What follows belongs to an exercise in optimizing a design on an open flow for small area and a short achievable clock period; a production flow would make more cautious choices.
Function was checked by simulation only, so behaviour that the tests miss may differ from the original.

## FFT_TOB
module FFT_TOB (
  input  wire signed [15:0] Input_re,
  input  wire signed [15:0] Input_Im,
  input  wire               cordic_Valid,
  input  wire               clk,
  input  wire               rst,
  output wire signed [15:0] Output_FFT_Re,
  output wire signed [15:0] Output_FFT_Im,
  output wire               Data_Valid
);
Size: roughly 630 flip-flops, about 37,000 um^2 of cells after synthesis.
==> flow/config.mk <==
export PLATFORM = sky130hd
export DESIGN_NAME = FFT_TOB
export DESIGN_NICKNAME = FFT_TOB
export VERILOG_FILES = /design/flow/design.v
export SDC_FILE = /design/flow/constraint.sdc
export NUM_CORES = 4
export LEC_CHECK = 0
export CAP_MARGIN = 20
export CORE_MARGIN = 2
export CORE_UTILIZATION = 40
export CTS_BUF_LIST = sky130_fd_sc_hd__clkbuf_8 sky130_fd_sc_hd__clkbuf_16
export CTS_CLUSTER_DIAMETER = 120
export CTS_CLUSTER_SIZE = 25
export SLEW_MARGIN = 20
export BUFFER_PORTS_ARGS = -buffer_cell sky130_fd_sc_hd__buf_2
export SETUP_SLACK_MARGIN = 13.3
==> flow/constraint.sdc <==
create_clock -name core_clock -period 27.0 [get_ports {clk}]
set_input_delay 5.4000 -clock core_clock [delete_from_list [all_inputs] [get_ports {clk}]]
set_output_delay 5.4000 -clock core_clock [all_outputs]
set_load 0.01 [all_outputs]
standard.sh (not shown) runs the stock make flow with config.mk's settings and CLKGATE_MAP_FILE= SYNTH_SCRIPT=/design/flow/synth_recipe.tcl, a recipe that flattens the netlist after the stock synthesis.
==> flow/flow/run.sh <==
#!/bin/bash
cp standard.sh standard_sh_copy.log
echo "export BUFFER_PORTS_ARGS = -buffer_cell sky130_fd_sc_hd__buf_2" >> config.mk
echo "export SETUP_SLACK_MARGIN = 13.3" >> config.mk
bash standard.sh > standard.log 2>&1
The baseline went through all stages and came out clean.
Edit:
==> flow/flow/run.sh (replaced) <==
#!/bin/bash
cp standard.sh standard_sh_copy.log
echo "export BUFFER_PORTS_ARGS = -buffer_cell sky130_fd_sc_hd__buf_2" >> config.mk
echo "export SETUP_SLACK_MARGIN = 13.9" >> config.mk
bash standard.sh > standard.log 2>&1
--- a/flow/config.mk
+++ b/flow/config.mk
@@ -9,3 +9,3 @@
 export CORE_MARGIN = 2
-export CORE_UTILIZATION = 40
+export CORE_UTILIZATION = 55
 export CTS_BUF_LIST = sky130_fd_sc_hd__clkbuf_8 sky130_fd_sc_hd__clkbuf_16
@@ -15,2 +15,2 @@
 export BUFFER_PORTS_ARGS = -buffer_cell sky130_fd_sc_hd__buf_2
-export SETUP_SLACK_MARGIN = 13.3
+export SETUP_SLACK_MARGIN = 13.9
What happened: Final cell count goes down by a few percent; wire length rises by a little under a tenth; final area goes up slightly; die area went down by a quarter to a third; core utilization grows by 17 points; sequential share of layout area decreases by 0.14 points; via count rises by a few percent.

* * *

Another version of the RTL of FFT_TOB (not shown whole).
Size: about 3600 cells after synthesis, roughly 630 flip-flops, roughly 68 I/O pins, ~37000 µm² of cells after synthesis.
Design FFT_TOB, start of the top module:
module FFT_TOB (
  input  wire signed [15:0] Input_re,
  input  wire signed [15:0] Input_Im,
  input  wire               cordic_Valid,
  input  wire               clk,
  input  wire               rst,
  output wire signed [15:0] Output_FFT_Re,
  output wire signed [15:0] Output_FFT_Im,
  output wire               Data_Valid
);
  reg [3:0] p;
  reg       dv;
  always @(posedge clk or negedge rst)
    if (!rst) begin
      p  <= 4'd0;
      dv <= 1'b0;
    end else begin
      if (cordic_Valid) p <= p + 4'd1;
      if (p == 4'd14)   dv <= 1'b1;
    end
  assign Data_Valid = dv;
  wire p3 = p[3], p2 = p[2], p1 = p[1], p0 = p[0];
  wire first = (p == 4'd0);
  wire last  = (p == 4'd15);
  reg [127:0] d1r, d1i;    
  reg [63:0]  d2r, d2i;    
  reg [31:0]  d3r, d3i;    
  reg [15:0]  d4r, d4i;    
  reg [15:0]  zr, zi;      
  reg [16:0]  y0, y1;      
  reg         yw1, yw3, yw9, yw2, yw6, yw4, yodp, yodn, yosp, yosn;
  reg [15:0]  ar, ai;      
  reg [15:0]  br, bi;      
  wire [15:0] xr = Input_re, xi = Input_Im;
  wire [15:0] r1r = d1r[127:112], r1i = d1i[127:112];
  wire [15:0] r2r = d2r[63:48],   r2i = d2i[63:48];
  wire [15:0] r3r = d3r[31:16],   r3i = d3i[31:16];
  ...
==> flow/config.mk <==
export PLATFORM = sky130hd
export DESIGN_NAME = FFT_TOB
export DESIGN_NICKNAME = FFT_TOB
export VERILOG_FILES = /design/flow/design.v
export SDC_FILE = /design/flow/constraint.sdc
export NUM_CORES = 4
export LEC_CHECK = 0
export CAP_MARGIN = 20
export CORE_MARGIN = 2
export CORE_UTILIZATION = 40
export CTS_CLUSTER_DIAMETER = 110
export CTS_CLUSTER_SIZE = 22
export SLEW_MARGIN = 20
export SETUP_SLACK_MARGIN = 13.3
==> flow/constraint.sdc <==
create_clock -name core_clock -period 27.0 [get_ports {clk}]
set_input_delay 5.4000 -clock core_clock [delete_from_list [all_inputs] [get_ports {clk}]]
set_output_delay 5.4000 -clock core_clock [all_outputs]
set_load 0.01 [all_outputs]
==> flow/flow/run.sh <==
#!/bin/bash
cp standard.sh standard_sh_copy.log
echo "export SETUP_SLACK_MARGIN = 13.3" >> config.mk
bash standard.sh > standard.log 2>&1
Then changed:
- CORE_UTILIZATION: 40 -> 65
- CTS_BUF_LIST: default -> sky130_fd_sc_hd__clkbuf_8 sky130_fd_sc_hd__clkbuf_16
- CTS_CLUSTER_DIAMETER: 110 -> 120
- CTS_CLUSTER_SIZE: 22 -> 25
Synthesized cell count stays the same; global-route usage rises by 13 points; final cell count came out lower by roughly a tenth.
Then changed:
==> flow/run.sh (new file) <==
#!/bin/bash
# synth_recipe.tcl (not shown) runs the flow's synth.tcl, then flattens the netlist and writes it again
# the make line also repeats each setting of config.mk as NAME=value (left out here)
make -C /OpenROAD-flow-scripts/flow DESIGN_CONFIG=/design/flow/config.mk WORK_HOME=/design/flow/orfs CLKGATE_MAP_FILE= SYNTH_SCRIPT=/design/flow/synth_recipe.tcl finish
- CORE_UTILIZATION: 65 -> 40
- CTS_BUF_LIST: sky130_fd_sc_hd__clkbuf_8 sky130_fd_sc_hd__clkbuf_16 -> default
- CTS_CLUSTER_DIAMETER: 120 -> default
- CTS_CLUSTER_SIZE: 25 -> default
- SETUP_SLACK_MARGIN: 13.3 -> default
removed: flow/flow/run.sh
removed: flow/standard.sh
=> Core utilization falls by 26 points. Fmax decreases by 11%. Worst hold slack loses 0.0084 ns. Die area grows by 61%.
Then changed:
==> flow/flow/run.sh (new file) <==
#!/bin/bash
cp standard.sh standard_sh_copy.log
echo "export SETUP_SLACK_MARGIN = 13.3" >> config.mk
bash standard.sh > standard.log 2>&1
==> flow/standard.sh (new file) <==
#!/bin/bash
# synth_recipe.tcl (not shown) runs the flow's synth.tcl, then flattens the netlist and writes it again
# the make line also repeats each setting of config.mk as NAME=value (left out here)
make -C /OpenROAD-flow-scripts/flow DESIGN_CONFIG=/design/flow/config.mk WORK_HOME=/design/flow/orfs CLKGATE_MAP_FILE= SYNTH_SCRIPT=/design/flow/synth_recipe.tcl "${@:-finish}"
- SETUP_SLACK_MARGIN: default -> 13.3
removed: flow/run.sh
What happened: The new run produced a clean layout. Worst setup slack gains 1.6 ns. Core utilization rises by 0.40 points. Flip-flop and latch count does not change. Wire length barely changes. Design area rises by 0.89%. Die area does not change.

static timing again, ports no longer ideal:
The flow's constraints put no driver on any port. The routed layouts listed below were extracted and timed again, unchanged, in two steps.
Step 1 (the two cells are an assumption about what drives the block):
set clk [get_ports {clk}]
set_driving_cell -lib_cell sky130_fd_sc_hd__clkbuf_16 $clk
set_driving_cell -lib_cell sky130_fd_sc_hd__buf_2 [delete_from_list [all_inputs] $clk]
Step 2 also shifts input and output timing later by t, the mid clock arrival at the registers, as if the neighbouring blocks saw the same clock.
Slacks: no drivers / after step 1 / after step 2; pairs: no drivers / after step 1.
run	shift t [ns]	setup slack, ns	hold WS [ns]
the first run of note 1	0.661	13.407 / 13.273 / 13.274	0.328 / 0.328 / 0.328
the second run of note 1	0.679	13.792 / 13.742 / 13.540	0.324 / 0.324 / 0.324
the first run of note 2	0.639	13.330 / 13.300 / 13.300	0.312 / 0.312 / 0.312
the second run of note 2	0.684	13.387 / 13.358 / 13.328	0.322 / 0.322 / 0.322
the third run of note 2	0.657	11.704 / 11.639 / 12.296	0.313 / 0.313 / 0.313
the fourth run of note 2	0.660	13.353 / 13.318 / 13.318	0.316 / 0.316 / 0.316
After both steps every run listed still meets setup and hold. For the second run of note 1, which loses most, drivers alone change the setup slack by -0.050 ns; drivers and shift together by -0.252 ns.
